This design comes from an exercise in tuning for small area on the open sky130 flow, not from production work. Only simulation tests tie the RTL to the original design; equivalence was not proved. The clock cells of runs 5 to 7 come from the design's own scripts or RTL, not from TritonCTS. The clock port is modelled as an ideal driver, which makes a skipped or thinned clock tree look cheaper than it is; a real chip needs a root buffer or a tree. No activity file was given, so power comes from the tool's default toggle rates.

$ cat flow/design.v
`timescale 1ns / 1ps
module seconds_clock(
	input SYSTEM_CLOCK,
	input RESET,
	output SECONDS_TICK
);
reg [5:0] s;
assign SECONDS_TICK = s[3] & s[2] & s[1] & s[0];
always @(posedge SYSTEM_CLOCK) begin
	if (RESET)
		s <= 6'd18;
	else
		s <= {s[4:0], s[5] ^ s[4] ^ (s[1] & s[2])};
end
endmodule
`timescale 1ns / 1ps
module dac_adapter(
	input CLOCK,
	input CE,
	input RESET,
	input SPI_MISO,
	output SPI_SCK,
	output SPI_MOSI,
	output DAC_CS,
	output DAC_CLR,
	output [7:0]CHECK
);
reg [6:0] pos;
reg clr;
reg [9:0] u;
reg pol;
reg [7:0] leds;
wire shift = ~pos[6];
wire [4:0] idx = pos[5:1];                  
wire last = pos[6] & pos[1] & pos[0];       
wire do6 = pos[6] & ~pos[1] & ~pos[0];      
wire samp = shift & ~pos[0] & ~pos[5] & pos[4];   
wire [7:0] pt;
assign pt[0] = CE;
genvar k;
generate for (k = 0; k < 7; k = k + 1) begin : g_pos
	assign pt[k+1] = pt[k] & pos[k];
end endgenerate
wire [6:0] pinc = pos ^ pt[6:0];
wire wrap_pos = CE & last;
always @(posedge CLOCK) begin
	if (RESET) begin
		pos <= 7'd65;
		clr <= 1'b0;
	end else begin
		pos <= {pinc[6] & ~wrap_pos, pinc[5:3], pinc[2] & ~wrap_pos, pinc[1:0]};
		clr <= clr | CE;
	end
end
wire up = CE & do6;
wire [9:0] K = 10'd25;
wire [10:0] c;
assign c[0] = 1'b0;
generate for (k = 0; k < 10; k = k + 1) begin : g_add
	assign c[k+1] = K[k] ? (u[k] | c[k]) : (u[k] & c[k]);
end endgenerate
wire wrap_u = c[10] & ~u[3];
wire [9:0] B49 = 10'd49;
always @(posedge CLOCK) begin
	if (RESET) begin
		u <= 10'h3ff;
		pol <= 1'b1;
	end else if (up) begin
		u <= (u ^ K ^ c[9:0]) | (wrap_u ? B49 : 10'd0);
		pol <= pol ^ wrap_u;
	end
end
wire [2:0] lsel = ~pos[3:1];
wire md = SPI_MISO & ~RESET;
generate for (k = 0; k < 8; k = k + 1) begin : g_leds
	wire de = RESET | (CE & samp & (lsel == k));
	always @(posedge CLOCK)
		if (de)
			leds[k] <= md;
end endgenerate
reg mosi_s;
always @* begin
	if (!idx[4])
		mosi_s = idx[3] ? idx[1] : (idx[2:0] == 3'd0);
	else case (idx[3:0])
		4'd0: mosi_s = u[9] ^ pol;
		4'd1: mosi_s = u[8] ^ pol;
		4'd2: mosi_s = u[7] ^ pol;
		4'd3: mosi_s = u[6] ^ pol;
		4'd4: mosi_s = u[5] ^ pol;
		4'd5: mosi_s = u[4] ^ pol;
		4'd6: mosi_s = u[3] ^ pol;
		4'd7: mosi_s = u[2] ^ pol;
		4'd8: mosi_s = u[1] ^ pol;
		4'd9: mosi_s = u[0] ^ pol;
		4'd15: mosi_s = 1'b1;
		default: mosi_s = 1'b0;
	endcase
end
assign SPI_MOSI = shift ? mosi_s : (~pos[1] & (~pos[0] | clr));
assign SPI_SCK = pos[0] & (shift | (~pos[1] & clr));
assign DAC_CS = pos[6] & (pos[1] | pos[0]);
assign DAC_CLR = clr;
assign CHECK = leds;
endmodule
`timescale 1ns / 1ps
module main(
	input SYSTEM_CLOCK,
	input RESET,
	input SPI_MISO,
	output SPI_MOSI,
	output SPI_SCK,
	output DAC_CS,
	output DAC_CLR,
	output [7:0]LEDS
);
wire tick;
seconds_clock counter(
	.SYSTEM_CLOCK(SYSTEM_CLOCK),
	.RESET(RESET),
	.SECONDS_TICK(tick)
);
dac_adapter send(
	.CLOCK(SYSTEM_CLOCK),
	.CE(tick),
	.RESET(RESET),
	.SPI_MISO(SPI_MISO),
	.SPI_SCK(SPI_SCK),
	.SPI_MOSI(SPI_MOSI),
	.DAC_CS(DAC_CS),
	.DAC_CLR(DAC_CLR),
	.CHECK(LEDS)
);
endmodule
$ cat flow/flow/run.sh
#!/bin/bash
# Own layout flow: the standard synthesis, then an area re-mapping of its
# combinational logic (flip-flops untouched), then the standard layout
# with smaller port buffers and a single-level clock tree.
set -euo pipefail
W=$(pwd)
F=$W/flow
R=$W/orfs/results/$FLOW_PLATFORM/main/base
LIB=$FLOW_HOME/platforms/$FLOW_PLATFORM/lib/sky130_fd_sc_hd__tt_025C_1v80.lib

bash standard.sh synth > $W/log_synth.txt 2>&1

cp $R/1_2_yosys.v $W/std_synth.v
DU=$(sed -n '/^export DONT_USE_CELLS += /,/^#/p' $FLOW_HOME/platforms/$FLOW_PLATFORM/config.mk | tr -d '\\' | grep -o 'sky130_fd_sc_hd__[a-z0-9_]*' | sed 's/^/-dont_use /' | tr '\n' ' ')
sed -e "s#LIBFILE#$LIB#g" -e "s#IN_NETLIST#$W/std_synth.v#" -e "s#OUT_NETLIST#$W/remap.v#" \
    -e "s#LOGDIR#$W#g" -e "s#ABCSCRIPT#$F/area.abc#" -e "s#DONTUSE#$DU#" $F/remap.ys > $W/remap.ys
yosys -s $W/remap.ys > $W/log_remap.txt 2>&1
cp $W/remap.v $R/1_2_yosys.v

export BUFFER_PORTS_ARGS="-buffer_cell sky130_fd_sc_hd__buf_1"
export CTS_ARGS="-sink_clustering_enable -repair_clock_nets -buf_list sky130_fd_sc_hd__clkbuf_4 -sink_clustering_size 50 -sink_clustering_max_diameter 200 -dont_use_dummy_load"
bash standard.sh finish > $W/log_layout.txt 2>&1
$ cat flow/flow/area.abc
strash; dc2; strash; dch -f; amap; topo; strash; dc2; dch -f; amap; topo
$ cat flow/flow/remap.ys
# Re-map the combinational logic of the standard synthesis for area.
# The flip-flops (and their instance names) are kept as they are.
read_liberty -ignore_miss_func LIBFILE
read_verilog -defer IN_NETLIST
hierarchy -top main
setattr -mod -set keep_hierarchy 1 sky130_fd_sc_hd__df* sky130_fd_sc_hd__edf*
flatten
opt_clean -purge
tee -o LOGDIR/remap_before.txt stat main
abc -liberty LIBFILE DONTUSE -script ABCSCRIPT main
opt_clean -purge
select main
hilomap -singleton -hicell sky130_fd_sc_hd__conb_1 HI -locell sky130_fd_sc_hd__conb_1 LO
splitnets
insbuf -buf sky130_fd_sc_hd__buf_1 A X
opt_clean -purge
rename -enumerate
tee -o LOGDIR/remap_after.txt stat -liberty LIBFILE
write_verilog -noattr -noexpr -nohex -nodec -selected OUT_NETLIST
$ cat flow/standard.sh
#!/bin/bash
# synth_recipe.tcl (not shown) runs the flow's synth.tcl, then flattens the netlist and writes it again
# the make line also repeats each setting of config.mk as NAME=value (left out here)
make -C /OpenROAD-flow-scripts/flow DESIGN_CONFIG=/design/flow/config.mk WORK_HOME=/design/flow/orfs CLKGATE_MAP_FILE= SYNTH_SCRIPT=/design/flow/synth_recipe.tcl "${@:-finish}"
$ cat flow/config.mk
export PLATFORM = sky130hd
export DESIGN_NAME = main
export DESIGN_NICKNAME = main
export VERILOG_FILES = /design/flow/design.v
export SDC_FILE = /design/flow/constraint.sdc
export NUM_CORES = 4
export LEC_CHECK = 0
export ABC_AREA = 1
export CAP_MARGIN = 20
export CORE_MARGIN = 2
export CORE_UTILIZATION = 60
export CTS_BUF_LIST = sky130_fd_sc_hd__clkbuf_4
export CTS_CLUSTER_DIAMETER = 200
export CTS_CLUSTER_SIZE = 50
export SLEW_MARGIN = 20
$ cat flow/constraint.sdc
create_clock -name core_clock -period 10.0 [get_ports {SYSTEM_CLOCK}]
set_input_delay 2.0000 -clock core_clock [delete_from_list [all_inputs] [get_ports {SYSTEM_CLOCK}]]
set_output_delay 2.0000 -clock core_clock [all_outputs]
set_load 0.01 [all_outputs]
==> out/results.txt, run 1 <==
vias per inst: 5.66
# hold bufs at CTS: 0
worst-path cell chain: clkinv_1 > nor2_1 > clkinv_1 > o32ai_1 > nor4_1 > o22ai_1 > o22ai_1 > a21oi_1 > a31oi_1 > o221a_1 > a211oi_1 > buf_1
max cap viols: 0
RSZ-0062 raised after global routing: false
drt wl/cell: 12.9 microns
Worst-Margin Slew: 0.699 ns
Syn Nets: 175
Worst setup EP type: primary output
Crit Path Max Fanout: 8
DRT Pass-1 Iters: 4
clk sinks: 33
DP Worst Slack: 5.61 ns
clock root cell: clkbuf_4
P&R area growth vs syn: 8.90%
final WL: 2.83 mm
CP peak stage delay: 0.50 ns
crit path launch type: register
final setup fails: 0
IO Pins: 15
Fin. Hold Viols: 0
Cell Area, Synth: 0.00141 sq mm
ratio of cells with drive above 1 in the final layout: 0.0262
cell row count: 17
post-route ant nets: 0
Critical Path Slowest Stage Cell: dfxtp_1
CTS tree: done
Critical Path Stages: 12
nets: 196
outcome: no timing/DRC/antenna violations
vias in the first global route: 1142
Slew Viols, Final: 0
DIE WIDTH: 52.4 microns
initial core utilization: 0.636
setup bufs post-CTS: 0
cells after synthesis: 172
htree depth: 2
CTS buffer count: 5
Fill cells: 180
WP data arrival: 2.81 ns
DP HPWL: 2.10 mm
Fmax achieved: 208 MHz
Resize count post-CTS: 0
first-pass GRT wire length: 4.92 mm
n_diodes: 0
GRT overflow: 0
largest net degree at the start of global routing: 20
clk_skew: 0.0242 ns
Syn. warnings: 2
CP required: 8.00 ns
crit path time final: 4.81 ns
CP top delay family: compound AO/OA/AOI/OAI gates
PD cells: 141 mW/mm^2
Sum Neg Setup Slack: 0 ns
Slew HR: 0.534
core box area: 0.00221 sq mm
initial antenna violation count: 0
Lkg Pwr: 0.000547 uW
synthesized area per cell: 8.18 sq um
clock latency on the worst-skew pair: 0.35 ns
Hold Path Depth: 2
Core Util, Final: 0.692
die area: 0.00275 sq mm
hold_ws: 0.443 ns
Cells after DPL: 214
Iteration-0 DRC Markers: 56
Residual DRC: 0
worst setup margin: 5.19 ns
worst min-delay path class: reg -> reg
clock buffer depth: 2
total track usage: 0.254
final period utilization: 0.481
Reg2Reg Depth: 15
routed vias: 1240
worst vdd ir: 135 uV
DIE HEIGHT: 52.4 microns
Port-buffer cells: 14
Worst Path Buf+Inv: 3
clock transition at the registers of the reported paths: 0.09 ns
critical path class: reg -> out
gp weighted congestion: 0.921
Post-Layout Cell Count: 219
==> metal layers <==
layer / up-vias / routed length, microns / global-route usage
met5: - / 0 / 0
met4: 0 / 53 / 0.103
met3: 4 / 143 / 0.103
met2: 30 / 1350 / 0.429
met1: 573 / 1280 / 0.281
li1: 633 / - / -
==> stage by stage <==
step,area (sq um),power (uW)
2_1_floorplan,1410,152
3_3_place_gp,1490,156
3_5_place_dp,1490,156
4_1_cts,1530,217
5_1_grt,1530,225
6_report,1530,216
==> registers in the layout, indices dropped and copies added (netlist names) <==
name and count:
send.u 10, send.leds 8, send.pos 7, counter.s 6, send.clr 1, send.pol 1
==> placed cells by master, fill, tap and decap left out <==
cell	n
nor2_1	34
clkinv_1	29
dfxtp_1	25
o21ai_0	15
buf_1	14
nand3_1	10
a21oi_1	9
nor3_1	8
nand2_1	8
edfxtp_1	8
clkbuf_4	5
o31ai_1	3
or3_1	3
o211ai_1	3
a211oi_1	3
o22ai_1	3
nor2b_1	2
or2_0	2
o32ai_1	1
nor4_1	1
a32oi_1	1
a32o_1	1
o21a_1	1
a31oi_1	1
o221a_1	1
==> power by group <==
group	switching [uW]	leakage [uW]	total, uW	internal [uW]
sequential	1.36	0.000284	142	141
combinational	7.25	0.000240	10.6	3.35
clock	40.1	0.0000230	63.6	23.4
total	48.8	0.000547	216	168
==> final cells by class <==
cell class,count,area [sq um],area share
clock buffers,5,37.5,0.0245
well taps,28,35.0,0.0229
multi-input cells,110,557,0.364
flip-flops and latches,33,741,0.484
inverters,29,109,0.0711
repair buffers,14,52.6,0.0343
==> worst register-to-register path: stages, from the launching register on <==
cell	delay, ns
dfxtp_1	0.32
clkinv_1	0.09
nor2_1	0.16
nand3_1	0.14
clkinv_1	0.11
nand3_1	0.19
clkinv_1	0.09
o31ai_1	0.08
nor2_1	0.16
nand2_1	0.10
nor2_1	0.17
nand2_1	0.11
nor2_1	0.13
nand2_1	0.10
nand2_1	0.07
o211ai_1	0.08
==> path summary, 6_finish.rpt <==
check               start      endpoint  slack [ns]
max           send.pos[1]      SPI_MOSI        5.19
min          counter.s[1]  counter.s[2]        0.44
max reg2reg  counter.s[2]      send.pol        7.79
min reg2reg  counter.s[1]  counter.s[2]        0.44
==> inputs of run 2 (changes only) <==
==> flow/config.mk (replaced) <==
export PLATFORM = sky130hd
export DESIGN_NAME = main
export DESIGN_NICKNAME = main
export VERILOG_FILES = /design/flow/design.v
export SDC_FILE = /design/flow/constraint.sdc
export NUM_CORES = 4
export LEC_CHECK = 0
export ABC_AREA = 1
export CAP_MARGIN = 20
export CORE_AREA = 5 5 85 85
export DIE_AREA = 0 0 90 90
export SLEW_MARGIN = 20
==> out/results.txt, run 2 <==
Core Util, Final: 0.254 (was 0.692)
drt wl/cell: 10.5 microns (was 12.9 microns)
worst hold start: counter.s[2] (was counter.s[1])
worst min-delay path class: reg -> reg (unchanged)
WP data arrival: 2.78 ns (was 2.81 ns)
CTS buffer count: 5 (unchanged)
vias per inst: 4.53 (was 5.66)
Reg2Reg Depth: 15 (unchanged)
DP HPWL: 2.06 mm (was 2.10 mm)
max cap viols: 0 (unchanged)
post-route ant nets: 0 (unchanged)
Worst setup EP type: primary output (unchanged)
Critical Path Slowest Stage Cell: dfxtp_1 (unchanged)
clock latency on the worst-skew pair: 0.33 ns (was 0.35 ns)
cells after synthesis: 172 (unchanged)
Tot Pwr: 214 uW (was 216 uW)
first-pass GRT wire length: 4.95 mm (was 4.92 mm)
total track usage: 0.0731 (was 0.254)
htree depth: 2 (unchanged)
setup bufs post-CTS: 0 (unchanged)
clock transition at the registers of the reported paths: 0.08 ns (was 0.09 ns)
Sum Neg Setup Slack: 0 ns (unchanged)
initial core utilization: 0.224 (was 0.636)
Crit Path Max Fanout: 8 (unchanged)
RSZ-0062 raised after global routing: false (unchanged)
cell row count: 29 (was 17)
biggest regs: send.u (10), send.leds (8), send.pos (7) (unchanged)
DRT Pass-1 Iters: 4 (unchanged)
nets: 196 (unchanged)
final period utilization: 0.478 (was 0.481)
worst vdd ir: 58.8 uV (was 135 uV)
clock buffer depth: 2 (unchanged)
outcome: no timing/DRC/antenna violations (unchanged)
PD cells: 135 mW/mm^2 (was 141 mW/mm^2)
Iteration-0 DRC Markers: 64 (was 56)
Fmax achieved: 209 MHz (was 208 MHz)
GRT overflow: 0 (unchanged)
synthesized area per cell: 8.18 sq um (unchanged)
r2r setup slk: 7.84 ns (was 7.79 ns)
CTS tree: done (unchanged)
critical path class: reg -> out (unchanged)
reg2reg end: send.u[4] (was send.pol)
ratio of cells with drive above 1 in the final layout: 0.0262 (unchanged)
final setup fails: 0 (unchanged)
clk sinks: 33 (unchanged)
Resize count post-CTS: 0 (unchanged)
crit path time final: 4.78 ns (was 4.81 ns)
IO Pins: 15 (unchanged)
most common cell after layout, fill and taps aside: nor2_1 (unchanged)
crit path launch type: register (unchanged)
# hold bufs at CTS: 0 (unchanged)
Slew HR: 0.526 (was 0.534)
Fin. Hold Viols: 0 (unchanged)
Most flops, register: send.u (unchanged)
Cell Area, Synth: 0.00141 sq mm (unchanged)
clk_skew: 0.0303 ns (was 0.0242 ns)
core box area: 0.00628 sq mm (was 0.00221 sq mm)
Largest register FFs: 10 (unchanged)
Worst-Margin Slew: 0.711 ns (was 0.699 ns)
Port-buffer cells: 14 (unchanged)
Lkg Pwr: 0.000547 uW (unchanged)
Residual DRC: 0 (unchanged)
most frequent cells in the layout: 34 x nor2_1, 29 x clkinv_1, 25 x dfxtp_1 (unchanged)
Slew Viols, Final: 0 (unchanged)
initial antenna violation count: 0 (unchanged)
Reg2Reg Launch Point: counter.s[1] (was counter.s[2])
CP required: 8.00 ns (about the same)
DIE HEIGHT: 90 microns (was 52.4 microns)
final WL: 2.80 mm (was 2.83 mm)
P&R area growth vs syn: 13.3% (was 8.90%)
routed vias: 1213 (was 1240)
clock root cell: clkbuf_4 (unchanged)
vias in the first global route: 1113 (was 1142)
worst-path cell chain: clkinv_1 > nor2_1 > clkinv_1 > o32ai_1 > nor4_1 > o22ai_1 > o22ai_1 > a21oi_1 > a31oi_1 > o221a_1 > a211oi_1 > buf_1 (unchanged)
Syn. warnings: 2 (unchanged)
cell area after layout: 0.00159 sq mm (was 0.00153 sq mm)
Hold Crit Endpoint: counter.s[3] (was counter.s[2])
placed cell areas: 0.00156 sq mm (was 0.00149 sq mm)
n_diodes: 0 (unchanged)
die area: 0.00810 sq mm (was 0.00275 sq mm)
Syn Nets: 175 (unchanged)
Fill cells: 689 (was 180)
gp weighted congestion: 0.847 (was 0.921)
largest net degree at the start of global routing: 20 (unchanged)
DIE WIDTH: 90 microns (was 52.4 microns)
CP peak stage delay: 0.49 ns (was 0.50 ns)
Hold Path Depth: 2 (unchanged)
run 2: layout make-up:
type	instances	area, sq um	share of cell area
Timing Repair Buffer	14	52.6	0.0330
Clock buffer	5	37.5	0.0236
Sequential cell	33	741	0.465
Inverter	29	109	0.0683
Tap cell	77	96.3	0.0605
Multi-Input combinational cell	110	557	0.350
run 2: worst max-delay path, delay by kind of cell, from the launching register on:
family	cells	cell delay, ns
DFF	1	0.49
AOI/OAI and AO/OA	7	1.00
buffers and inverters	3	0.64
and+or+nand+nor	2	0.35
run 2: metal layers:
layer,vias up,routed length (microns),GRT usage
met5,-,0,0
met4,0,42,0.0298
met3,5,177,0.0309
met2,25,1230,0.115
met1,550,1360,0.0874
li1,633,-,-
run 2: worst max path at each step:
| stage | startpoint | end | slack (ns) | depth (start not counted) |
|---|---|---|---|---|
| 2_1_floorplan | send.pos[1] | SPI_MOSI | 6.01 | 11 |
| 3_3_place_gp | send.pos[1] | SPI_MOSI | 5.58 | 12 |
| 3_5_place_dp | send.pos[1] | SPI_MOSI | 5.62 | 12 |
| 4_1_cts | send.pos[1] | SPI_MOSI | 5.25 | 12 |
| 5_1_grt | send.pos[1] | SPI_MOSI | 5.03 | 12 |
| 6_report | send.pos[1] | SPI_MOSI | 5.22 | 12 |
run 2: report_power, final:
group          internal, uW  leakage, uW  total [uW]  switching [uW]
combinational          3.35     0.000240        10.6            7.29
sequential              141     0.000284         142            1.24
clock                  23.5    0.0000230        61.6            38.1
total                   168     0.000547         214            46.7
run 2: metrics by stage:
step / instances / setup WS (ns) / hold WS (ns)
after floorplan: 172 / 6.01 / 0.413
after global placement: 263 / 5.58 / 0.425
after detailed placement: 263 / 5.62 / 0.427
after CTS: 268 / 5.25 / 0.440
after global routing: 268 / 5.03 / 0.461
final: 268 / 5.22 / 0.434
==> inputs of run 3 (changes only) <==
--- a/flow/design.v
+++ b/flow/design.v
@@ -4,13 +4,15 @@
 	input RESET,
 	output SECONDS_TICK
 );
-reg [5:0] s;
+localparam [5:0] P = 6'b101010;
+reg [5:0] q;
+wire [5:0] s = q ^ P;
 assign SECONDS_TICK = s[3] & s[2] & s[1] & s[0];
 always @(posedge SYSTEM_CLOCK) begin
 	if (RESET)
-		s <= 6'd18;
+		q <= 6'd18 ^ P;
 	else
-		s <= {s[4:0], s[5] ^ s[4] ^ (s[1] & s[2])};
+		q <= {s[4:0], s[5] ^ s[4] ^ (s[1] & s[2])} ^ P;
 end
 endmodule
 `timescale 1ns / 1ps
@@ -26,7 +28,6 @@
 	output [7:0]CHECK
 );
 reg [6:0] pos;
-reg clr;
 reg [9:0] u;
 reg pol;
 reg [7:0] leds;
@@ -34,9 +35,10 @@
 wire [4:0] idx = pos[5:1];                  
 wire last = pos[6] & pos[1] & pos[0];       
 wire do6 = pos[6] & ~pos[1] & ~pos[0];      
+wire rst = pos[6] & pos[2];               
 wire samp = shift & ~pos[0] & ~pos[5] & pos[4];   
 wire [7:0] pt;
-assign pt[0] = CE;
+assign pt[0] = CE & ~rst;
 genvar k;
 generate for (k = 0; k < 7; k = k + 1) begin : g_pos
 	assign pt[k+1] = pt[k] & pos[k];
@@ -45,11 +47,9 @@
 wire wrap_pos = CE & last;
 always @(posedge CLOCK) begin
 	if (RESET) begin
-		pos <= 7'd65;
-		clr <= 1'b0;
+		pos <= 7'd70;
 	end else begin
-		pos <= {pinc[6] & ~wrap_pos, pinc[5:3], pinc[2] & ~wrap_pos, pinc[1:0]};
-		clr <= clr | CE;
+		pos <= {pinc[6] & ~wrap_pos, pinc[5:3], pinc[2] & ~wrap_pos & ~(CE & rst), pinc[1:0]};
 	end
 end
 wire up = CE & do6;
@@ -97,10 +97,10 @@
 		default: mosi_s = 1'b0;
 	endcase
 end
-assign SPI_MOSI = shift ? mosi_s : (~pos[1] & (~pos[0] | clr));
-assign SPI_SCK = pos[0] & (shift | (~pos[1] & clr));
+assign SPI_MOSI = shift ? mosi_s : ~pos[1];
+assign SPI_SCK = pos[0] & (shift | ~pos[1]);
 assign DAC_CS = pos[6] & (pos[1] | pos[0]);
-assign DAC_CLR = clr;
+assign DAC_CLR = ~rst;
 assign CHECK = leds;
 endmodule
 `timescale 1ns / 1ps
==> out/results.txt, run 3 <==
max cap viols: 0 (unchanged)
CP required: 8.00 ns (about the same)
DP Worst Slack: 5.93 ns (was 5.62 ns)
IO Pins: 15 (unchanged)
initial core utilization: 0.218 (was 0.224)
nets: 192 (was 196)
worst min-delay path class: reg -> reg (unchanged)
# hold bufs at CTS: 0 (unchanged)
Tot Pwr: 208 uW (was 214 uW)
vias in the first global route: 1067 (was 1113)
ratio of cells with drive above 1 in the final layout: 0.0267 (was 0.0262)
Resize count post-CTS: 0 (unchanged)
CTS buffer count: 5 (unchanged)
core box area: 0.00628 sq mm (unchanged)
largest net degree at the start of global routing: 23 (was 20)
clk sinks: 32 (was 33)
most common cell after layout, fill and taps aside: nor2_1 (unchanged)
CTS tree: done (unchanged)
setup bufs post-CTS: 0 (unchanged)
Slew HR: 0.527 (was 0.526)
PD cells: 134 mW/mm^2 (was 135 mW/mm^2)
Most flops, register: send.u (unchanged)
placed cell areas: 0.00152 sq mm (was 0.00156 sq mm)
post-route ant nets: 0 (unchanged)
clk_skew: 0.0306 ns (was 0.0303 ns)
clock root cell: clkbuf_4 (unchanged)
Slew Viols, Final: 0 (unchanged)
DRT Pass-1 Iters: 4 (unchanged)
DP HPWL: 2.23 mm (was 2.06 mm)
initial antenna violation count: 0 (unchanged)
Worst setup EP type: primary output (unchanged)
total track usage: 0.0738 (was 0.0731)
Syn. warnings: 2 (unchanged)
vias per inst: 4.47 (was 4.53)
Cell Area, Synth: 0.00137 sq mm (was 0.00141 sq mm)
worst-path cell chain: clkinv_1 > nor2_1 > clkinv_1 > nor3_1 > o31ai_1 > o21ai_0 > or2_0 > a311oi_1 > nor3_1 > buf_1 (was clkinv_1 > nor2_1 > clkinv_1 > o32ai_1 > nor4_1 > o22ai_1 > o22ai_1 > a21oi_1 > a31oi_1 > o221a_1 > a211oi_1 > buf_1)
Crit Path Max Fanout: 7 (was 8)
DR top layer: met4 (unchanged)
final WL: 2.89 mm (was 2.80 mm)
CP peak stage delay: 0.42 ns (was 0.49 ns)
worst vdd ir: 42.5 uV (was 58.8 uV)
Core Util, Final: 0.247 (was 0.254)
drt wl/cell: 11.0 microns (was 10.5 microns)
Residual DRC: 0 (unchanged)
gp weighted congestion: 0.887 (was 0.847)
WP data arrival: 2.43 ns (was 2.78 ns)
clock buffer depth: 2 (unchanged)
Fmax achieved: 226 MHz (was 209 MHz)
final setup fails: 0 (unchanged)
routed length on met1: 1.36 mm (unchanged)
Fin. Hold Viols: 0 (unchanged)
Largest register FFs: 10 (unchanged)
Lkg Pwr: 0.000547 uW (about the same)
DIE WIDTH: 90 microns (unchanged)
clock latency on the worst-skew pair: 0.33 ns (about the same)
DIE HEIGHT: 90 microns (unchanged)
crit path launch type: register (unchanged)
clock transition at the registers of the reported paths: 0.09 ns (was 0.08 ns)
htree depth: 2 (unchanged)
met2 wire len: 1.36 mm (was 1.23 mm)
worst setup margin: 5.57 ns (was 5.22 ns)
Port-buffer cells: 14 (unchanged)
cell row count: 29 (unchanged)
P&R area growth vs syn: 13.6% (was 13.3%)
Worst-Margin Slew: 0.703 ns (was 0.711 ns)
routed vias: 1180 (was 1213)
critical path class: reg -> out (unchanged)
met3 wire length: 146 microns (was 177 microns)
biggest regs: send.u (10), send.leds (8), send.pos (7) (unchanged)
n_diodes: 0 (unchanged)
cells after synthesis: 168 (was 172)
cell area after layout: 0.00155 sq mm (was 0.00159 sq mm)
Iteration-0 DRC Markers: 68 (was 64)
Critical Path Slowest Stage Cell: dfxtp_1 (unchanged)
Syn Nets: 171 (was 175)
GRT overflow: 0 (unchanged)
die area: 0.00810 sq mm (unchanged)
RSZ-0062 raised after global routing: false (unchanged)
final period utilization: 0.443 (was 0.478)
crit path time final: 4.43 ns (was 4.78 ns)
outcome: no timing/DRC/antenna violations (unchanged)
Sum Neg Setup Slack: 0 ns (unchanged)
synthesized area per cell: 8.13 sq um (was 8.18 sq um)
first-pass GRT wire length: 4.95 mm (unchanged)
most frequent cells in the layout: 29 x nor2_1, 24 x clkinv_1, 24 x dfxtp_1 (was 34 x nor2_1, 29 x clkinv_1, 25 x dfxtp_1)
run 3: cell types whose count changed in the layout (fill, tap and decap cells not counted), sizes merged, moves of 2 or more:
cell / change
and2: +2
and3: +2
clkinv: -5
nand2: +9
nand3: -7
nor2: -5
o21ai: +4
o22ai: -3
run 3: through the flow:
step / hold WS, ns / cells
finish: 0.396 / 264
detailed placement: 0.379 / 259
floorplan: 0.361 / 168
global placement: 0.371 / 259
CTS: 0.396 / 264
global route: 0.417 / 264
run 3: worst paths after layout:
path	startpoint	end	slack, ns	cells past startpoint
setup / recovery	send.pos[1]	SPI_MOSI	5.57	10
hold / removal	counter.q[3]	counter.q[4]	0.40	1
setup reg to reg	counter.q[2]	send.pol	7.62	12
hold reg to reg	counter.q[3]	counter.q[4]	0.40	1
run 3: critical path, delay by kind of cell (launching register included):
family	cells	cell delay, ns
simple gates	4	0.80
compound gates	3	0.40
flops	1	0.42
buf+inv	3	0.50
run 3: metal layers:
layer,up-vias,track usage
met5,-,0
met4,0,0.0298
met3,5,0.0259
met2,27,0.116
met1,524,0.0915
li1,624,-
run 3: power breakdown:
group,total [uW],leakage [uW],internal (uW),switching [uW]
Clock,60.3,0.0000230,23.4,36.8
Sequential,138,0.000276,137,1.65
Combinational,9.28,0.000248,2.84,6.44
run 3: cell type report:
cell class,count,area [sq um]
clock buffers,5,37.5
fillers,686,4720
inverters,24,90.1
multi-input cells,112,556
flip-flops and latches,32,721
well taps,77,96.3
repair buffers,14,52.6
==> inputs of run 4 (changes only) <==
--- a/flow/design.v
+++ b/flow/design.v
@@ -28,7 +28,8 @@
 	output [7:0]CHECK
 );
 reg [6:0] pos;
-reg [9:0] u;
+reg [9:0] un;                   
+wire [9:0] u = ~un;
 reg pol;
 reg [7:0] leds;
 wire shift = ~pos[6];
@@ -63,10 +64,10 @@
 wire [9:0] B49 = 10'd49;
 always @(posedge CLOCK) begin
 	if (RESET) begin
-		u <= 10'h3ff;
+		un <= 10'd0;
 		pol <= 1'b1;
 	end else if (up) begin
-		u <= (u ^ K ^ c[9:0]) | (wrap_u ? B49 : 10'd0);
+		un <= ~((u ^ K ^ c[9:0]) | (wrap_u ? B49 : 10'd0));
 		pol <= pol ^ wrap_u;
 	end
 end
==> flow/flow/area.abc (replaced) <==
strash; &get -n; &deepsyn -T 30; &put; dch -f; map -a; topo
==> out/results.txt, run 4 <==
outcome: no timing/DRC/antenna violations (unchanged)
worst hold start: counter.q[1] (was counter.q[3])
DRT Pass-1 Iters: 4 (unchanged)
vias per inst: 4.37 (was 4.47)
crit path time final: 4.52 ns (was 4.43 ns)
placed cell areas: 0.00148 sq mm (was 0.00152 sq mm)
Syn. warnings: 2 (unchanged)
routed vias: 1150 (was 1180)
clock latency on the worst-skew pair: 0.35 ns (was 0.33 ns)
DP HPWL: 2.13 mm (was 2.23 mm)
Residual DRC: 0 (unchanged)
DIE HEIGHT: 90 microns (unchanged)
# hold bufs at CTS: 0 (unchanged)
CTS buffer count: 5 (unchanged)
Fmax achieved: 221 MHz (was 226 MHz)
area of the multi-input gates: 498 sq um (was 556 sq um)
total track usage: 0.0754 (was 0.0738)
Slew Viols, Final: 0 (unchanged)
die area: 0.00810 sq mm (unchanged)
WP data arrival: 2.52 ns (was 2.43 ns)
Cell Area, Synth: 0.00133 sq mm (was 0.00137 sq mm)
DIE WIDTH: 90 microns (unchanged)
drt wl/cell: 10.8 microns (was 11.0 microns)
Post-Layout Cell Count: 263 (was 264)
CTS tree: done (unchanged)
Worst-Margin Slew: 0.721 ns (was 0.703 ns)
worst vdd ir: 42.4 uV (was 42.5 uV)
nets: 191 (was 192)
RSZ-0062 raised after global routing: false (unchanged)
Fill cells: 705 (was 686)
post-route ant nets: 0 (unchanged)
biggest regs: send.un (10), send.leds (8), send.pos (7) (was send.u (10), send.leds (8), send.pos (7))
CP peak stage delay: 0.42 ns (about the same)
most frequent cells in the layout: 30 x clkinv_1, 26 x nor2_1, 24 x dfxtp_1 (was 29 x nor2_1, 24 x clkinv_1, 24 x dfxtp_1)
gp weighted congestion: 0.848 (was 0.887)
Critical Path Slowest Stage Cell: dfxtp_1 (unchanged)
CP required: 8.00 ns (about the same)
Syn Nets: 170 (was 171)
vias in the first global route: 1095 (was 1067)
final WL: 2.83 mm (was 2.89 mm)
critical path class: reg -> out (unchanged)
core box area: 0.00628 sq mm (unchanged)
Slew HR: 0.519 (was 0.527)
cell area after layout: 0.00152 sq mm (was 0.00155 sq mm)
clock buffer depth: 2 (unchanged)
max cap viols: 0 (unchanged)
clk sinks: 32 (unchanged)
worst-path cell chain: clkinv_1 > nor2_1 > a22oi_1 > o211ai_1 > a32oi_1 > a2111oi_0 > o21ai_0 > a41oi_1 > buf_1 (was clkinv_1 > nor2_1 > clkinv_1 > nor3_1 > o31ai_1 > o21ai_0 > or2_0 > a311oi_1 > nor3_1 > buf_1)
GRT overflow: 0 (unchanged)
Worst setup EP type: primary output (unchanged)
worst min-delay path class: reg -> reg (unchanged)
largest net degree at the start of global routing: 17 (was 23)
IO Pins: 15 (unchanged)
Sum Neg Setup Slack: 0 ns (unchanged)
Cells after DPL: 258 (was 259)
Most flops, register: send.un (was send.u)
cells after synthesis: 167 (was 168)
setup bufs post-CTS: 0 (unchanged)
Resize count post-CTS: 0 (unchanged)
P&R area growth vs syn: 14.0% (was 13.6%)
Iteration-0 DRC Markers: 52 (was 68)
clk_skew: 0.0341 ns (was 0.0306 ns)
most common cell after layout, fill and taps aside: clkinv_1 (was nor2_1)
final setup fails: 0 (unchanged)
hold_ws: 0.371 ns (was 0.396 ns)
clock root cell: clkbuf_4 (unchanged)
n_diodes: 0 (unchanged)
Largest register FFs: 10 (unchanged)
initial antenna violation count: 0 (unchanged)
cell row count: 29 (unchanged)
Critical Path Source: send.pos[1] (unchanged)
clock transition at the registers of the reported paths: 0.11 ns (was 0.09 ns)
first-pass GRT wire length: 5.00 mm (was 4.95 mm)
Lkg Pwr: 0.000492 uW (was 0.000547 uW)
Fin. Hold Viols: 0 (unchanged)
flip-flop and latch area: 721 sq um (unchanged)
crit path launch type: register (unchanged)
PD cells: 140 mW/mm^2 (was 134 mW/mm^2)
Port-buffer cells: 14 (unchanged)
initial core utilization: 0.212 (was 0.218)
Crit Path Max Fanout: 8 (was 7)
Reg2Reg Launch Point: counter.q[2] (unchanged)
synthesized area per cell: 7.97 sq um (was 8.13 sq um)
Tot Pwr: 212 uW (was 208 uW)
final period utilization: 0.452 (was 0.443)
htree depth: 2 (unchanged)
ratio of cells with drive above 1 in the final layout: 0.0376 (was 0.0267)
==> run 4: cell type report <==
cell class,count,share of cell area
clock buffers,5,0.0247
inverters,30,0.0742
multi-input cells,105,0.328
flip-flops and latches,32,0.475
well taps,77,0.0635
repair buffers,14,0.0346
==> run 4: path summary, 6_finish.rpt <==
path	slack, ns	cells past startpoint	endpoint
worst max-delay path	5.48	9	SPI_MOSI
worst min-delay path	0.37	1	counter.q[2]
worst max register to register	6.00	27	send.un[4]
worst min register to register	0.37	1	counter.q[2]
==> run 4: report_power, final <==
part           internal, uW  switching [uW]
clock                  23.4            40.5
combinational          2.86            6.75
sequential              137            1.62
total                   163            48.9
==> run 4: through the flow <==
stage,worst slack (ns),util
global route,5.28,0.242
finish,5.48,0.242
floorplan,6.23,-
global placement,6.02,0.236
detailed placement,5.92,0.236
CTS,5.51,0.242
==> run 4: metal layers <==
layer,up-vias,wire (microns),GRT usage,share of wire
li1,592,-,-,-
met1,529,1310,0.0935,0.46
met2,20,1280,0.113,0.45
met3,9,176,0.0292,0.062
met4,0,57,0.0372,0.020
met5,-,0,0,0
==> run 4: worst max-delay path, delay by kind of cell, from the launching register on <==
| family | cells | cell delay (ns) |
|---|---|---|
| buf+inv | 2 | 0.39 |
| flops | 1 | 0.42 |
| simple gates | 1 | 0.32 |
| compound gates | 6 | 1.04 |
==> inputs of run 5 (changes only) <==
--- a/flow/flow/run.sh
+++ b/flow/flow/run.sh
@@ -1,7 +1,7 @@
 #!/bin/bash
 # Own layout flow: the standard synthesis, then an area re-mapping of its
 # combinational logic (flip-flops untouched), then the standard layout
-# with smaller port buffers and a single-level clock tree.
+# with smaller port buffers and a one-level clock tree of its own (cts.tcl).
 set -euo pipefail
 W=$(pwd)
 F=$W/flow
@@ -18,5 +18,7 @@
 cp $W/remap.v $R/1_2_yosys.v
 
 export BUFFER_PORTS_ARGS="-buffer_cell sky130_fd_sc_hd__buf_1"
-export CTS_ARGS="-sink_clustering_enable -repair_clock_nets -buf_list sky130_fd_sc_hd__clkbuf_4 -sink_clustering_size 50 -sink_clustering_max_diameter 200 -dont_use_dummy_load"
+bash standard.sh place > $W/log_place.txt 2>&1
+RESULTS=$R FLOWDIR=$F LEAF_CELL=sky130_fd_sc_hd__clkbuf_4 LEAF_COUNT=4 \
+  openroad -no_init -exit $F/cts.tcl > $W/log_cts.txt 2>&1
 bash standard.sh finish > $W/log_layout.txt 2>&1
==> flow/flow/cts.tcl (new file) <==
# Clock tree in place of ORFS's CTS step: the clock port drives a few leaf
# buffers directly, each driving the clock pins of one group of flip-flops.
# Reads 3_place.odb, writes 4_1_cts.odb and 4_cts.sdc for the rest of the flow.
set P $::env(FLOW_HOME)/platforms/$::env(FLOW_PLATFORM)
set R $::env(RESULTS)
read_lef $P/lef/sky130_fd_sc_hd.tlef
read_lef $P/lef/sky130_fd_sc_hd_merged.lef
read_liberty $P/lib/sky130_fd_sc_hd__tt_025C_1v80.lib
read_db $R/3_place.odb
read_sdc $R/3_place.sdc
source $P/setRC.tcl
source $::env(FLOWDIR)/leafclk.tcl
leaf_clock_buffers $::env(LEAF_CELL) $::env(LEAF_COUNT)
set_propagated_clock [all_clocks]
detailed_placement
check_placement -verbose
estimate_parasitics -placement
report_clock_skew
report_worst_slack -max
report_worst_slack -min
repair_timing -hold
detailed_placement
check_placement -verbose
foreach p [get_pins -of_objects [get_nets clknet_leaf_*_SYSTEM_CLOCK]] { report_slews $p }
write_db $R/4_1_cts.odb
write_sdc -no_timestamp $R/4_cts.sdc
==> flow/flow/leafclk.tcl (new file) <==
# Clock tree of N leaf buffers: the clock port drives each leaf buffer
# directly; the flip-flops are split into N groups by position.
proc leaf_clock_buffers { cell nleaf } {
  set block [ord::get_db_block]
  set port_net [[$block findBTerm SYSTEM_CLOCK] getNet]
  set master [[ord::get_db] findMaster $cell]
  set sinks {}
  foreach it [$port_net getITerms] {
    set loc [[$it getInst] getLocation]
    lappend sinks [list [lindex $loc 0] [lindex $loc 1] $it]
  }
  set sinks [lsort -integer -index 0 $sinks]
  set n [llength $sinks]
  for {set g 0} {$g < $nleaf} {incr g} {
    set lo [expr {$g * $n / $nleaf}]; set hi [expr {($g + 1) * $n / $nleaf - 1}]
    set buf [odb::dbInst_create $block $master clkbuf_leaf_${g}_SYSTEM_CLOCK]
    set net [odb::dbNet_create $block clknet_leaf_${g}_SYSTEM_CLOCK]
    $net setSigType CLOCK
    set xs 0; set ys 0; set m 0
    foreach s [lrange $sinks $lo $hi] {
      lassign $s x y it
      incr xs $x; incr ys $y; incr m
      $it disconnect
      $it connect $net
    }
    [$buf findITerm A] connect $port_net
    [$buf findITerm X] connect $net
    $buf setLocation [expr {$xs / $m}] [expr {$ys / $m}]
    $buf setPlacementStatus PLACED
    puts "leaf_clock_buffers: $cell $g drives $m clock pins"
  }
}
==> out/results.txt, run 5 <==
n_diodes: 0 (unchanged)
Syn Nets: 170 (unchanged)
vias in the first global route: 1086 (was 1095)
Internal: 159 uW (was 163 uW)
largest net degree at the start of global routing: 17 (unchanged)
cells after synthesis: 167 (unchanged)
combinational power share: 0.048 (was 0.045)
CP peak stage delay: 0.41 ns (was 0.42 ns)
routed vias: 1140 (was 1150)
critical path class: reg -> out (unchanged)
WP data arrival: 2.30 ns (was 2.52 ns)
GRT overflow: 0 (unchanged)
cell row count: 29 (unchanged)
vias per inst: 4.35 (was 4.37)
worst-path cell chain: clkinv_1 > nor2_1 > a22oi_1 > o211ai_1 > a32oi_1 > a2111oi_0 > o21ai_0 > a41oi_1 > buf_1 (unchanged)
Seq pwr share: 0.697 (was 0.653)
Worst-Margin Slew: 0.716 ns (was 0.721 ns)
routed length on met1: 1.29 mm (was 1.31 mm)
crit path launch type: register (unchanged)
PD cells: 132 mW/mm^2 (was 140 mW/mm^2)
Switching Fraction: 0.201 (was 0.230)
core box area: 0.00628 sq mm (unchanged)
nets: 190 (was 191)
crit path time final: 4.30 ns (was 4.52 ns)
Fmax achieved: 233 MHz (was 221 MHz)
max cap viols: 0 (unchanged)
Tot Pwr: 199 uW (was 212 uW)
Net Sw Power: 39.9 uW (was 48.9 uW)
Critical Path Slowest Stage Cell: dfxtp_1 (unchanged)
ratio of cells with drive above 1 in the final layout: 0.0324 (was 0.0376)
Core Util, Final: 0.241 (was 0.242)
DP HPWL: 2.13 mm (unchanged)
final setup fails: 0 (unchanged)
cell area after layout: 0.00151 sq mm (was 0.00152 sq mm)
hold_ws: 0.396 ns (was 0.371 ns)
placed cell areas: 0.00148 sq mm (unchanged)
Worst setup EP type: primary output (unchanged)
CP required: 8.00 ns (about the same)
clock network fraction of design power: 0.255 (was 0.302)
Slew Viols, Final: 0 (unchanged)
gp weighted congestion: 0.848 (unchanged)
initial core utilization: 0.212 (unchanged)
drt wl/cell: 10.5 microns (was 10.8 microns)
DIE WIDTH: 90 microns (unchanged)
Sum Neg Setup Slack: 0 ns (unchanged)
Port-buffer cells: 14 (unchanged)
first-pass GRT wire length: 4.90 mm (was 5.00 mm)
worst min-delay path class: reg -> reg (unchanged)
clock transition at the registers of the reported paths: 0.09 ns (was 0.11 ns)
total track usage: 0.0667 (was 0.0754)
Cell Area, Synth: 0.00133 sq mm (unchanged)
DRT Pass-1 Iters: 4 (unchanged)
Syn. warnings: 2 (unchanged)
biggest regs: send.un (10), send.leds (8), send.pos (7) (unchanged)
die area: 0.00810 sq mm (unchanged)
initial antenna violation count: 0 (unchanged)
worst vdd ir: 51.7 uV (was 42.4 uV)
met3 wire length: 158 microns (was 176 microns)
Fin. Hold Viols: 0 (unchanged)
met2 wire len: 1.32 mm (was 1.28 mm)
Slew HR: 0.522 (was 0.519)
RSZ-0062 raised after global routing: false (unchanged)
P&R area growth vs syn: 13.4% (was 14.0%)
final WL: 2.76 mm (was 2.83 mm)
final period utilization: 0.430 (was 0.452)
Largest register FFs: 10 (unchanged)
most common cell after layout, fill and taps aside: clkinv_1 (unchanged)
DIE HEIGHT: 90 microns (unchanged)
clk_skew: 0.00798 ns (was 0.0341 ns)
synthesized area per cell: 7.97 sq um (unchanged)
clock latency on the worst-skew pair: 0.15 ns (was 0.35 ns)
post-route ant nets: 0 (unchanged)
Iteration-0 DRC Markers: 39 (was 52)
Crit Path Max Fanout: 8 (unchanged)
outcome: no timing/DRC/antenna violations (unchanged)
Most flops, register: send.un (unchanged)
most frequent cells in the layout: 30 x clkinv_1, 26 x nor2_1, 24 x dfxtp_1 (unchanged)
IO Pins: 15 (unchanged)
Residual DRC: 0 (unchanged)
DR top layer: met3 (was met4)
Lkg Pwr: 0.000488 uW (was 0.000492 uW)
==> run 5: power by group through the flow <==
stage / Sequential (uW) / Combinational, uW / Clock, uW
3_3_place_gp: 142 / 9.67 / 0
3_5_place_dp: 142 / 9.89 / 0
5_1_grt: 139 / 11.1 / 57.9
6_report: 138 / 9.59 / 50.7
2_1_floorplan: 143 / 4.58 / 0
==> run 5: worst paths after layout <==
path / from / end / slack, ns / depth (start not counted)
setup / recovery: send.pos[1] / SPI_MOSI / 5.70 / 9
hold / removal: counter.q[3] / counter.q[4] / 0.40 / 1
setup reg to reg: counter.q[2] / send.un[4] / 6.04 / 27
hold reg to reg: counter.q[3] / counter.q[4] / 0.40 / 1
==> run 5: worst max-delay path: cells and delay by family, from the launching register on <==
family                 cells  cell delay (ns)
AO/OA/AOI/OAI              6             1.01
buffers and inverters      2             0.39
flip-flops                 1             0.41
AND/OR/NAND/NOR            1             0.32
==> run 5: final cells by class <==
class / instances / area (sq um)
Timing Repair Buffer: 14 / 52.6
Inverter: 30 / 113
Tap cell: 77 / 96.3
Fill cell: 710 / 4770
Buffer: 4 / 30.0
Sequential cell: 32 / 721
Multi-Input combinational cell: 105 / 498
==> run 5: metal layers <==
metal  vias up  track usage
met5         -            0
met4         0      0.00372
met3         0       0.0117
met2        20        0.117
met1       528       0.0894
li1        592            -
==> run 5: stage by stage <==
step / std cells / setup slack (ns)
5_1_grt: 262 / 5.40
6_report: 262 / 5.70
3_3_place_gp: 258 / 6.02
2_1_floorplan: 167 / 6.23
3_5_place_dp: 258 / 5.92
==> inputs of run 6 (changes only) <==
--- a/flow/design.v
+++ b/flow/design.v
@@ -27,7 +27,8 @@
 	output DAC_CLR,
 	output [7:0]CHECK
 );
-reg [6:0] pos;
+reg [6:0] pn;                   
+wire [6:0] pos = ~pn;
 reg [9:0] un;                   
 wire [9:0] u = ~un;
 reg pol;
@@ -48,9 +49,9 @@
 wire wrap_pos = CE & last;
 always @(posedge CLOCK) begin
 	if (RESET) begin
-		pos <= 7'd70;
+		pn <= ~7'd70;
 	end else begin
-		pos <= {pinc[6] & ~wrap_pos, pinc[5:3], pinc[2] & ~wrap_pos & ~(CE & rst), pinc[1:0]};
+		pn <= ~{pinc[6] & ~wrap_pos, pinc[5:3], pinc[2] & ~wrap_pos & ~(CE & rst), pinc[1:0]};
 	end
 end
 wire up = CE & do6;
--- a/flow/flow/run.sh
+++ b/flow/flow/run.sh
@@ -12,13 +12,23 @@
 
 cp $R/1_2_yosys.v $W/std_synth.v
 DU=$(sed -n '/^export DONT_USE_CELLS += /,/^#/p' $FLOW_HOME/platforms/$FLOW_PLATFORM/config.mk | tr -d '\\' | grep -o 'sky130_fd_sc_hd__[a-z0-9_]*' | sed 's/^/-dont_use /' | tr '\n' ' ')
-sed -e "s#LIBFILE#$LIB#g" -e "s#IN_NETLIST#$W/std_synth.v#" -e "s#OUT_NETLIST#$W/remap.v#" \
-    -e "s#LOGDIR#$W#g" -e "s#ABCSCRIPT#$F/area.abc#" -e "s#DONTUSE#$DU#" $F/remap.ys > $W/remap.ys
-yosys -s $W/remap.ys > $W/log_remap.txt 2>&1
+# try a few ABC scripts and keep the smallest result
+best=""; bestarea=""
+for S in area area2 area3; do
+  sed -e "s#LIBFILE#$LIB#g" -e "s#IN_NETLIST#$W/std_synth.v#" -e "s#OUT_NETLIST#$W/remap_$S.v#" \
+      -e "s#LOGDIR/remap_after#$W/remap_after_$S#" -e "s#LOGDIR#$W#g" -e "s#ABCSCRIPT#$F/$S.abc#" -e "s#DONTUSE#$DU#" $F/remap.ys > $W/remap_$S.ys
+  if yosys -s $W/remap_$S.ys > $W/log_remap_$S.txt 2>&1; then
+    a=$(grep "Chip area for module '.main'" $W/remap_after_$S.txt | awk '{print $NF}')
+    echo "$S $a" >> $W/remap_choice.txt
+    if [[ -z "$bestarea" ]] || awk "BEGIN{exit !($a < $bestarea)}"; then best=$S; bestarea=$a; fi
+  fi
+done
+echo "chosen $best $bestarea" >> $W/remap_choice.txt
+cp $W/remap_$best.v $W/remap.v
 cp $W/remap.v $R/1_2_yosys.v
 
 export BUFFER_PORTS_ARGS="-buffer_cell sky130_fd_sc_hd__buf_1"
 bash standard.sh place > $W/log_place.txt 2>&1
-RESULTS=$R FLOWDIR=$F LEAF_CELL=sky130_fd_sc_hd__clkbuf_4 LEAF_COUNT=4 \
+RESULTS=$R FLOWDIR=$F LEAF_CELL=sky130_fd_sc_hd__clkbuf_4 LEAF_COUNT=3 \
   openroad -no_init -exit $F/cts.tcl > $W/log_cts.txt 2>&1
 bash standard.sh finish > $W/log_layout.txt 2>&1
==> flow/flow/area2.abc (new file) <==
strash; &get -n; &deepsyn -T 60; &put; dch -f; amap; topo
==> flow/flow/area3.abc (new file) <==
strash; dc2; dch -f; map -a; topo; strash; dc2; dch -f; map -a; topo
==> out/results.txt, run 6 <==
outcome: no timing/DRC/antenna violations (unchanged)
most common cell after layout, fill and taps aside: nor2_1 (was clkinv_1)
reg2reg end: send.un[4] (unchanged)
synthesized area per cell: 8.45 sq um (was 7.97 sq um)
cell row count: 29 (unchanged)
Lkg Pwr: 0.000464 uW (was 0.000488 uW)
critical path class: reg -> out (unchanged)
initial core utilization: 0.210 (was 0.212)
RSZ-0062 raised after global routing: false (unchanged)
Crit Path Max Fanout: 10 (was 8)
CP required: 8.00 ns (about the same)
clock latency on the worst-skew pair: 0.18 ns (was 0.15 ns)
Reg2Reg Launch Point: counter.q[2] (unchanged)
worst vdd ir: 58.1 uV (was 51.7 uV)
gp weighted congestion: 0.764 (was 0.848)
Port-buffer cells: 14 (unchanged)
post-route ant nets: 0 (unchanged)
Fmax achieved: 234 MHz (was 233 MHz)
Largest register FFs: 10 (unchanged)
Fin. Hold Viols: 0 (unchanged)
IO Pins: 15 (unchanged)
die area: 0.00810 sq mm (unchanged)
initial antenna violation count: 0 (unchanged)
routed vias: 1080 (was 1140)
r2r setup slk: 5.85 ns (was 6.04 ns)
DIE WIDTH: 90 microns (unchanged)
PD cells: 129 mW/mm^2 (was 132 mW/mm^2)
Hold Path Depth: 1 (unchanged)
nets: 178 (was 190)
worst min-delay path class: reg -> reg (unchanged)
vias per inst: 4.32 (was 4.35)
max cap viols: 0 (unchanged)
Hold Crit Endpoint: counter.q[1] (was counter.q[4])
Post-Layout Cell Count: 250 (was 262)
M3 GR Usage: 0.0159 (was 0.0117)
core box area: 0.00628 sq mm (unchanged)
Slew HR: 0.417 (was 0.522)
Worst setup EP type: primary output (unchanged)
total track usage: 0.0631 (was 0.0667)
clk_skew: 0.0198 ns (was 0.00798 ns)
worst hold start: counter.q[0] (was counter.q[3])
global routing usage on met1: 0.0829 (was 0.0894)
crit path time final: 4.28 ns (was 4.30 ns)
Cell Area, Synth: 0.00132 sq mm (was 0.00133 sq mm)
Reg2Reg Depth: 21 (was 27)
final setup fails: 0 (unchanged)
Worst-Margin Slew: 0.874 ns (was 0.716 ns)
Slew Viols, Final: 0 (unchanged)
final WL: 2.67 mm (was 2.76 mm)
largest net degree at the start of global routing: 19 (was 17)
cells after synthesis: 156 (was 167)
DRT Pass-1 Iters: 4 (unchanged)
Most flops, register: send.un (unchanged)
DIE HEIGHT: 90 microns (unchanged)
clock transition at the registers of the reported paths: 0.12 ns (was 0.09 ns)
placed cell areas: 0.00147 sq mm (was 0.00148 sq mm)
P&R area growth vs syn: 13.0% (was 13.4%)
drt wl/cell: 10.7 microns (was 10.5 microns)
DP HPWL: 2.09 mm (was 2.13 mm)
met2 usage: 0.109 (was 0.117)
Syn. warnings: 2 (unchanged)
WP data arrival: 2.28 ns (was 2.30 ns)
GRT overflow: 0 (unchanged)
n_diodes: 0 (unchanged)
final period utilization: 0.428 (was 0.430)
Syn Nets: 159 (was 170)
Cells after DPL: 247 (was 258)
biggest regs: send.un (10), send.leds (8), send.pn (7) (was send.un (10), send.leds (8), send.pos (7))
crit path launch type: register (unchanged)
first-pass GRT wire length: 4.61 mm (was 4.90 mm)
most frequent cells in the layout: 30 x nor2_1, 24 x dfxtp_1, 22 x clkinv_1 (was 30 x clkinv_1, 26 x nor2_1, 24 x dfxtp_1)
ratio of cells with drive above 1 in the final layout: 0.0173 (was 0.0324)
Residual DRC: 0 (unchanged)
cell area after layout: 0.00149 sq mm (was 0.00151 sq mm)
Sum Neg Setup Slack: 0 ns (unchanged)
vias in the first global route: 1025 (was 1086)
Iteration-0 DRC Markers: 44 (was 39)
GRT Max-Usage Layer: met2 (unchanged)
-- run 6: cell types whose count changed in the layout (fill, tap and decap cells not counted), sizes merged, moves of 3 or more --
cell and delta:
a211oi +4, a21oi -8, clkinv -8, nand2 -8, nand3 -5, nor2 +4
nor3 +3, o21ai -4
-- run 6: routing by layer --
metal / part of all wire / vias up
li1: - / 576
met1: 0.48 / 481
met2: 0.45 / 20
met3: 0.064 / 3
met4: 0.0086 / 0
met5: 0 / -
-- run 6: area by class of cell --
type / instances / area [sq um]
fillers: 688 / 4790
flip-flops and latches: 32 / 721
multi-input cells: 102 / 514
well taps: 77 / 96.3
inverters: 22 / 82.6
repair buffers: 14 / 52.6
plain buffers: 3 / 22.5
-- run 6: worst max-delay path by stage --
stage	startpoint	end	slack [ns]
final	send.pn[1]	SPI_MOSI	5.72
after global routing	counter.q[2]	send.un[4]	5.22
after detailed placement	counter.q[2]	send.un[4]	5.96
after global placement	send.pn[1]	SPI_MOSI	5.97
after floorplan	send.pn[1]	SPI_MOSI	6.41
-- run 6: power by group --
group	total, uW	switching (uW)	internal, uW
logic	9.07	6.36	2.71
registers	138	1.45	137
clock network	44.7	30.3	14.4
-- run 6: per-stage QoR --
step / setup slack (ns) / hold WS, ns / util / total power (uW)
finish: 5.72 / 0.405 / 0.237 / 192
global route: 5.22 / 0.425 / 0.237 / 200
detailed placement: 5.96 / 0.374 / 0.234 / 151
global placement: 5.97 / 0.368 / 0.234 / 150
floorplan: 6.41 / 0.361 / - / 146
-- run 6: critical path, cell delays in order (launching register included) --
cell and delay [ns]:
dfxtp_1 0.49, clkinv_1 0.31, nand2_1 0.23, o21ai_0 0.10, nor3_1 0.18, a311oi_1 0.09
a211oi_1 0.26, nor4_1 0.08, a21oi_1 0.18, buf_1 0.18
==> inputs of run 7 (changes only) <==
--- a/flow/flow/run.sh
+++ b/flow/flow/run.sh
@@ -29,6 +29,6 @@
 
 export BUFFER_PORTS_ARGS="-buffer_cell sky130_fd_sc_hd__buf_1"
 bash standard.sh place > $W/log_place.txt 2>&1
-RESULTS=$R FLOWDIR=$F LEAF_CELL=sky130_fd_sc_hd__clkbuf_4 LEAF_COUNT=3 \
+RESULTS=$R FLOWDIR=$F LEAF_CELL=sky130_fd_sc_hd__clkbuf_4 LEAF_COUNT=4 \
   openroad -no_init -exit $F/cts.tcl > $W/log_cts.txt 2>&1
 bash standard.sh finish > $W/log_layout.txt 2>&1
==> out/results.txt, run 7 <==
outcome: no timing/DRC/antenna violations (unchanged)
Worst-Margin Slew: 0.871 ns (was 0.874 ns)
final period utilization: 0.422 (was 0.428)
Residual DRC: 0 (unchanged)
crit path launch type: register (unchanged)
die area: 0.00810 sq mm (unchanged)
first-pass GRT wire length: 4.64 mm (was 4.61 mm)
worst setup margin: 5.78 ns (was 5.72 ns)
largest net degree at the start of global routing: 19 (unchanged)
clk_skew: 0.0174 ns (was 0.0198 ns)
Largest register FFs: 10 (unchanged)
vias per inst: 4.34 (was 4.32)
Iteration-0 DRC Markers: 37 (was 44)
clock transition at the registers of the reported paths: 0.10 ns (was 0.12 ns)
GRT overflow: 0 (unchanged)
initial antenna violation count: 0 (unchanged)
Syn. warnings: 2 (unchanged)
Lkg Pwr: 0.000469 uW (was 0.000464 uW)
Port-buffer cells: 14 (unchanged)
P&R area growth vs syn: 13.6% (was 13.0%)
core box area: 0.00628 sq mm (unchanged)
critical path class: reg -> out (unchanged)
Worst setup EP type: primary output (unchanged)
total track usage: 0.0636 (was 0.0631)
RSZ-0062 raised after global routing: false (unchanged)
worst-path cell chain: clkinv_1 > nand2_1 > o21ai_0 > nor3_1 > a311oi_1 > a211oi_1 > nor4_1 > a21oi_1 > buf_1 (unchanged)
cell area after layout: 0.00150 sq mm (was 0.00149 sq mm)
cell row count: 29 (unchanged)
ratio of cells with drive above 1 in the final layout: 0.0230 (was 0.0173)
PD cells: 132 mW/mm^2 (was 129 mW/mm^2)
routed vias: 1089 (was 1080)
Fin. Hold Viols: 0 (unchanged)
Fmax achieved: 237 MHz (was 234 MHz)
vias in the first global route: 1044 (was 1025)
WP data arrival: 2.22 ns (was 2.28 ns)
initial core utilization: 0.210 (unchanged)
DRT Pass-1 Iters: 4 (unchanged)
CP peak stage delay: 0.47 ns (was 0.49 ns)
CP top delay family: compound AO/OA/AOI/OAI gates (unchanged)
max cap viols: 0 (unchanged)
Critical Path Slowest Stage Cell: dfxtp_1 (unchanged)
DIE WIDTH: 90 microns (unchanged)
n_diodes: 0 (unchanged)
drt wl/cell: 10.8 microns (was 10.7 microns)
IO Pins: 15 (unchanged)
crit path time final: 4.22 ns (was 4.28 ns)
Slew Viols, Final: 0 (unchanged)
nets: 179 (was 178)
CP required: 8.00 ns (about the same)
DIE HEIGHT: 90 microns (unchanged)
most common cell after layout, fill and taps aside: nor2_1 (unchanged)
worst vdd ir: 59.9 uV (was 58.1 uV)
Crit Path Max Fanout: 10 (unchanged)
DP Worst Slack: 5.96 ns (unchanged)
worst hold start: counter.q[2] (was counter.q[0])
Syn Nets: 159 (unchanged)
Cell Area, Synth: 0.00132 sq mm (unchanged)
DP HPWL: 2.09 mm (unchanged)
Reg2Reg Launch Point: counter.q[2] (unchanged)
clock latency on the worst-skew pair: 0.16 ns (was 0.18 ns)
post-route ant nets: 0 (unchanged)
synthesized area per cell: 8.45 sq um (unchanged)
Worst Path Buf+Inv: 2 (unchanged)
biggest regs: send.un (10), send.leds (8), send.pn (7) (unchanged)
most frequent cells in the layout: 30 x nor2_1, 24 x dfxtp_1, 22 x clkinv_1 (unchanged)
Fill cells: 686 (was 688)
Sum Neg Setup Slack: 0 ns (unchanged)
final setup fails: 0 (unchanged)
final WL: 2.71 mm (was 2.67 mm)
Most flops, register: send.un (unchanged)
worst min-delay path class: reg -> reg (unchanged)
placed cell areas: 0.00147 sq mm (unchanged)
Slew HR: 0.419 (was 0.417)
gp weighted congestion: 0.764 (unchanged)
cells after synthesis: 156 (unchanged)
Critical Path Source: send.pn[1] (unchanged)
[run 7: per-layer routing]
metal / wire (microns) / vias up / track usage
li1: - / 577 / -
met1: 1320 / 483 / 0.0814
met2: 1200 / 25 / 0.111
met3: 166 / 4 / 0.0159
met4: 33 / 0 / 0.00744
met5: 0 / - / 0
[run 7: area by class of cell]
type,count,area (sq um),share of cell area
plain buffers,4,30.0,0.0201
multi-input cells,102,514,0.344
repair buffers,14,52.6,0.0351
inverters,22,82.6,0.0552
well taps,77,96.3,0.0644
flip-flops and latches,32,721,0.482
[run 7: path summary, 6_finish.rpt]
kind / endpoint / slack, ns / depth (start not counted)
max: SPI_MOSI / 5.78 / 9
min: counter.q[3] / 0.40 / 1
max reg2reg: send.un[5] / 5.90 / 21
min reg2reg: counter.q[3] / 0.40 / 1
[run 7: per-stage QoR]
step	hold slack, ns	util	power [uW]	std cells
global placement	0.368	0.234	150	247
detailed placement	0.374	0.234	151	247
global route	0.417	0.238	206	251
finish	0.399	0.238	198	251
floorplan	0.361	-	146	156
[run 7: report_power, final]
part | internal, uW | leakage (uW) | switching, uW
Clock | 19.1 | 0.0000184 | 31.7
Combinational | 2.71 | 0.000175 | 6.36
Sequential | 137 | 0.000275 | 1.44
[run 7: worst register-to-register path, delay by kind of cell (launching register included)]
family                 cells  cell delay [ns]
AO/OA/AOI/OAI              1             0.28
buffers and inverters      5             0.58
flip-flops                 1             0.34
AND/OR/NAND/NOR           15             2.81

-- static timing again, ports no longer ideal --
Ports are ideal in the flow. The routed layouts listed here were re-timed in OpenROAD.
Step 1 (the two cells are an assumption about what drives the block):
set clk [get_ports {SYSTEM_CLOCK}]
set_driving_cell -lib_cell sky130_fd_sc_hd__clkbuf_16 $clk
set_driving_cell -lib_cell sky130_fd_sc_hd__buf_2 [delete_from_list [all_inputs] $clk]
Step 2, shift: input delay + t, output delay - t, t = (earliest + latest rising clock arrival at the registers) / 2. This alone moves slack from input paths to output paths.
Slacks: ideal / step 1 / step 2; pairs: ideal / step 1.
| run | t (ns) | setup slack, ns | worst setup path at the end | worst slew at a driven data input, ns |
|---|---|---|---|---|
| run 1 | 0.359 | 5.194 / 5.170 / 5.529 | register to output | 0.03 |
| run 2 | 0.340 | 5.219 / 5.194 / 5.534 | register to output | 0.03 |
| run 3 | 0.337 | 5.568 / 5.546 / 5.883 | register to output | 0.03 |
| run 4 | 0.357 | 5.481 / 5.459 / 5.816 | register to output | 0.03 |
| run 5 | 0.187 | 5.704 / 5.666 / 5.853 | register to output | 0.03 |
| run 6 | 0.202 | 5.725 / 5.688 / 5.850 | register to register | 0.03 |
| run 7 | 0.191 | 5.784 / 5.743 / 5.898 | register to register | 0.03 |
After both steps setup and hold are still met in every run listed.
